From an optimization exercise on the open Yosys and OpenROAD flow, aimed at small area; shortcuts taken in it are not production practice. Function was checked by simulation only, so behaviour that the tests miss may differ from the original. Power figures rest on the tool's default switching activity, not on a simulated workload.

==> exp/delta: inputs <==
==> flow/design.v (excerpt) <==
module control_led(
  input   pclk,
  input   rst,
  input   button,
  output reg  [7:0] led
);
==> module control_led, before the edit <==
module control_led(
  input   pclk,
  input   rst,
  input   button,
  output reg  [7:0] led
);
reg [11:0] div;
always @(posedge pclk) begin
  if (rst) div <= 12'hffe;
  else     div <= div + 1'b1;
end
wire count_en = &div;
reg        lvl;
reg [14:0] cnt;
wire cnt_sat = cnt[14] & cnt[13] & cnt[12] & cnt[10] & cnt[8] & cnt[5] & cnt[4];
always @(posedge pclk) begin
  if (rst) begin
    lvl <= 1'b1;
    cnt <= 15'd0;
  end else begin
    lvl <= button;
    if (button != lvl) cnt <= 15'd1;
    else if (!cnt_sat)  cnt <= cnt + 1'b1;
  end
end
wire led_zero = (led == 8'h00);
wire just_reset = led_zero & div[1];
wire first_rel  = button & ~lvl;           
wire press_med  = (cnt >= 15'd12000);
wire rel_long   = (cnt >= 15'd3000);
reg [1:0] pcls;
reg [1:0] rcls;
reg [1:0] click;
reg start_case;
always @(posedge pclk) begin
  if (rst) begin
    pcls <= 2'd0;
    rcls <= 2'd0;
    click <= 2'd0;
  end else begin
    if (first_rel) pcls <= cnt_sat ? 2'd2 : press_med ? 2'd1 : 2'd0;
    if (!button) begin
      rcls <= (~lvl | just_reset) ? 2'd0 : rel_long ? 2'd2 : 2'd1;
      if (rcls != 2'd0) click <= rcls[0] ? click + 1'b1 : 2'd1;
    end
  end
end
wire c1short = (click == 2'b01) && (pcls == 2'd0);
always @(posedge pclk) begin
  start_case <= first_rel | (c1short & start_case);
end
wire restart = start_case | led_zero;
always @(posedge pclk) begin
  if (rst) led <= 8'h00;
  else if (click == 2'b01) begin
    if (pcls == 2'd0)       led <= 8'hff;
    else if (pcls == 2'd1) begin
      if (restart)          led <= 8'h01;
      else if (count_en)    led <= {led[6:0], 1'b0};
    end else begin
      if (restart)          led <= 8'h80;
      else if (count_en)    led <= {1'b0, led[7:1]};
    end
  end else if (click == 2'b10) begin
    if (restart)            led <= 8'h81;
    else if (count_en)      led <= {1'b0, led[7:5], led[2:0], 1'b0};
  end else begin
    if (restart)            led <= 8'h18;
    else if (count_en)      led <= {led[6:4], 2'b00, led[3:1]};
  end
end
endmodule
Settings: LEC_CHECK=0, CAP_MARGIN=20, CORE_MARGIN=2, CORE_UTILIZATION=40, SLEW_MARGIN=20; clock period 10.0 ns.
run.sh (not shown) runs the stock make flow with config.mk's settings and CLKGATE_MAP_FILE= SYNTH_SCRIPT=/design/flow/synth_recipe.tcl, a recipe that flattens the netlist after the stock synthesis.
==> exp/indigo: changes against exp/delta <==
==> flow/design.v (replaced) <==
module control_led(
  input   pclk,
  input   rst,
  input   button,
  output reg  [7:0] led
);
localparam [11:0] DIV_INV = 12'haaa;
reg  [11:0] div_q;
wire [11:0] div = div_q ^ DIV_INV;
wire div_low0 = ~|div[10:0];
wire count_en = div_low0 & ~div[11];
always @(posedge pclk) begin
  if (rst) div_q <= 12'h800 ^ DIV_INV;
  else     div_q <= {div[10:0], div[11] ^ div[10] ^ div[9] ^ div[3] ^ div_low0} ^ DIV_INV;
end
localparam [14:0] SEED_PRESS = 15'h7c00;
localparam [14:0] SEED_REL   = 15'h6000;
localparam [14:0] HIT_A      = 15'h7da4;   
localparam [14:0] HIT_B      = 15'h6da5;   
reg        lvl;
localparam [14:0] RUN_INV = 15'h5555;
reg [14:0] run_q;
wire [14:0] run = run_q ^ RUN_INV;
reg        flag_a, flag_b;
wire       edge_b = button ^ lvl;
always @(posedge pclk) begin
  lvl <= rst | button;
  if (edge_b) run_q <= (button ? SEED_REL : SEED_PRESS) ^ RUN_INV;
  else        run_q <= {run[13:0], run[14] ^ run[6]} ^ RUN_INV;
  flag_a <= ~edge_b & (flag_a | (run == HIT_A));
  flag_b <= ~edge_b & (flag_b | (run == HIT_B));
end
wire led_zero = ~|led;
wire just_reset = led_zero & div[11];
wire first_rel  = button & ~lvl;
reg pc_short, pc_med;
reg rc_nz, rc_long;
reg [1:0] click;
reg start_case;
always @(posedge pclk) begin
  if (rst) begin
    pc_short <= 1'b1;
    rc_nz    <= 1'b0;
    click    <= 2'b00;
  end else begin
    if (first_rel) begin
      pc_short <= ~flag_a;
      pc_med   <= ~flag_b;
    end
    if (!button) begin
      rc_nz   <= lvl & ~just_reset;
      rc_long <= flag_a;
      if (rc_nz) click <= rc_long ? 2'b01 : {click[0], ~click[1]};
    end
  end
  start_case <= first_rel | (c1short & start_case);
end
wire c1      = ~click[1] & click[0];
wire c1short = c1 & pc_short;
wire x = ~click[0] | (c1 & pc_med);
wire y = click[0] & (click[1] | pc_med);
wire restart = start_case | led_zero;
wire U  = ~rst & c1short;
wire V  = ~rst & ~c1short & ~restart;
wire P  = ~rst & ~c1short & restart;
wire Vn = V & ~count_en;
wire Ve = V & count_en;
wire Ex = Ve & x, Exn = Ve & ~x, Ey = Ve & y, Eyn = Ve & ~y;
wire Pm = P & x & ~y;
always @(posedge pclk) begin
  led[7] <= U | (P & ~x) | (Ex & led[6]) | (Vn & led[7]);
  led[6] <= U | (Ex & led[5]) | (Exn & led[7]) | (Vn & led[6]);
  led[5] <= U | (Ex & led[4]) | (Exn & led[6]) | (Vn & led[5]);
  led[4] <= U | Pm | (Ex & y & led[3]) | (Exn & led[5]) | (Vn & led[4]);
  led[3] <= U | Pm | (Ey & led[2]) | (Ve & ~x & ~y & led[4]) | (Vn & led[3]);
  led[2] <= U | (Ey & led[1]) | (Eyn & led[3]) | (Vn & led[2]);
  led[1] <= U | (Ey & led[0]) | (Eyn & led[2]) | (Vn & led[1]);
  led[0] <= U | (P & y) | (Eyn & led[1]) | (Vn & led[0]);
end
endmodule
==> flow/flow/run.sh (new file) <==
#!/bin/bash
# Own layout flow: the standard synthesis, its combinational logic
# re-mapped for area with every register kept as the standard synthesis made
# it, then the standard ORFS layout steps (port buffers of the smallest buffer).
set -euo pipefail
W=$(pwd)
R=$W/orfs/results/$FLOW_PLATFORM/control_led/base
LIB=$FLOW_HOME/platforms/$FLOW_PLATFORM/lib/sky130_fd_sc_hd__tt_025C_1v80.lib
YOSYS=$FLOW_HOME/../tools/install/yosys/bin/yosys
[[ -x $YOSYS ]] || YOSYS=yosys

bash standard.sh synth > "$W/flow_1_synth.log" 2>&1
cp "$R/1_2_yosys.v" "$R/1_2_yosys_standard.v"

RS_LIB=$LIB RS_IN=$R/1_2_yosys_standard.v RS_OUT=$R/1_2_yosys.v RS_ABC=$W/flow/abc.scr \
  "$YOSYS" -c flow/resynth.tcl > "$W/flow_2_resynth.log" 2>&1
rm -f "$R/1_synth.odb" "$R/1_synth.sdc"

bash standard.sh "BUFFER_PORTS_ARGS=-buffer_cell sky130_fd_sc_hd__buf_1" "CTS_ARGS=-buf_list {sky130_fd_sc_hd__clkbuf_4 sky130_fd_sc_hd__clkbuf_8} -root_buf sky130_fd_sc_hd__clkbuf_4 -dont_use_dummy_load -sink_clustering_enable -repair_clock_nets" finish \
  > "$W/flow_3_layout.log" 2>&1
==> flow/flow/abc.scr (new file) <==
strash
ifraig
scorr
dc2
strash
&get -n
&st
&dch -f
&nf -R 1000 -a
&put
==> flow/flow/resynth.tcl (new file) <==
# Re-map the combinational logic of the standard synthesis for area, keeping
# every register instance (name, cell type and connections) as it is.
set lib $::env(RS_LIB)
set in  $::env(RS_IN)
set out $::env(RS_OUT)
set scr $::env(RS_ABC)
yosys read_liberty -ignore_miss_func -ignore_miss_dir $lib
yosys read_verilog $in
yosys hierarchy -top control_led
# registers (and anything else with state) stay as cell instances
foreach p {*__df* *__edf* *__sdf* *__sedf* *__dl* *__conb*} { yosys setattr -mod -set keep_hierarchy 1 $p }
yosys flatten
yosys rename -hide w:*.*
yosys opt_clean
yosys abc -script $scr -liberty $lib -dont_use *lpflow* -dont_use *probe*
yosys opt_clean -purge
yosys splitnets
yosys opt_clean -purge
yosys hilomap -singleton -hicell sky130_fd_sc_hd__conb_1 HI -locell sky130_fd_sc_hd__conb_1 LO
yosys select control_led
yosys tee -o $out.stat stat -liberty $lib
yosys write_verilog -noattr -nohex -nodec -selected $out
==> flow/standard.sh (new file) <==
#!/bin/bash
# synth_recipe.tcl (not shown) runs the flow's synth.tcl, then flattens the netlist and writes it again
# the make line also repeats each setting of config.mk as NAME=value (left out here)
make -C /OpenROAD-flow-scripts/flow DESIGN_CONFIG=/design/flow/config.mk WORK_HOME=/design/flow/orfs CLKGATE_MAP_FILE= SYNTH_SCRIPT=/design/flow/synth_recipe.tcl "${@:-finish}"
removed: flow/run.sh
==> results.txt <==
metric                                                                   exp/indigo                         exp/delta
Power share of the combinational group                                        18.5%                             37.3%
Routed wirelength normalized by instance count                              12.4 um                           11.9 um
Detailed-route wire length                                                  2.83 mm                           4.06 mm
Worst stage delay on the critical path                                      0.44 ns                           0.53 ns
Number of global-route vias before repair                                      1164                              1523
GR met2 Demand/Resource                                                       23.9%                             21.6%
Final clock period utilization by the worst path                              29.5%                             33.8%
Crit path max-delay cell type                              sky130_fd_sc_hd__dfxtp_1  sky130_fd_sc_hd__clkdlybuf4s50_1
Synth Net Count                                                                 169                               269
Net Sw Frac                                                                   30.0%                             36.1%
Global placer's final weighted congestion                                     0.797                             0.818
Pre-Repair DR Iteration Count                                                     5                                 4
Outcome                                            no timing/DRC/antenna violations  no timing/DRC/antenna violations
Worst slack, placed                                                         6.79 ns                           6.31 ns
Number of DRC markers in iteration 0                                             56                                75
Worst-margin pin slew                                                      0.802 ns                          0.549 ns
Relative contribution of the clock network to total power                     20.8%                             19.6%
Met1 layer wirelength in the final routing                                  1.35 mm                           2.04 mm
Int Power                                                                  0.246 mW                          0.339 mW
Core area                                                                  3720 um2                          5470 um2
Cell count after synthesis                                                      166                               260
PnR worst setup slack                                                       7.05 ns                           6.62 ns
Multi-input logic area                                                      627 um2                          1300 um2

-- port drivers added, routing unchanged --
In the flow no input, the clock included, has a driving cell. The finished layouts below were timed again as built, in two steps. Step 1, drivers: a clkbuf_16 drives pclk and a buf_2 each remaining input, both assumed. Step 2 also shifts input and output timing later by t, the mid clock arrival at the registers, as if the neighbouring blocks saw the same clock. Slacks: no drivers / after step 1 / after step 2; pairs: no drivers / after step 1.
run | shift t [ns] | slack for setup (ns) | worst hold slack (ns) | pins driven straight from the clock port
exp/delta | 0.312 | 6.617 / 6.624 / 6.311 | 0.450 / 0.450 / 0.450 | 1
exp/indigo | 0.354 | 7.049 / 7.026 / 6.832 | 0.396 / 0.396 / 0.396 | 1
After both steps every run listed still meets setup and hold. The setup slack of exp/delta, which loses most, moves by +0.007 ns with the drivers and by -0.306 ns with both steps.
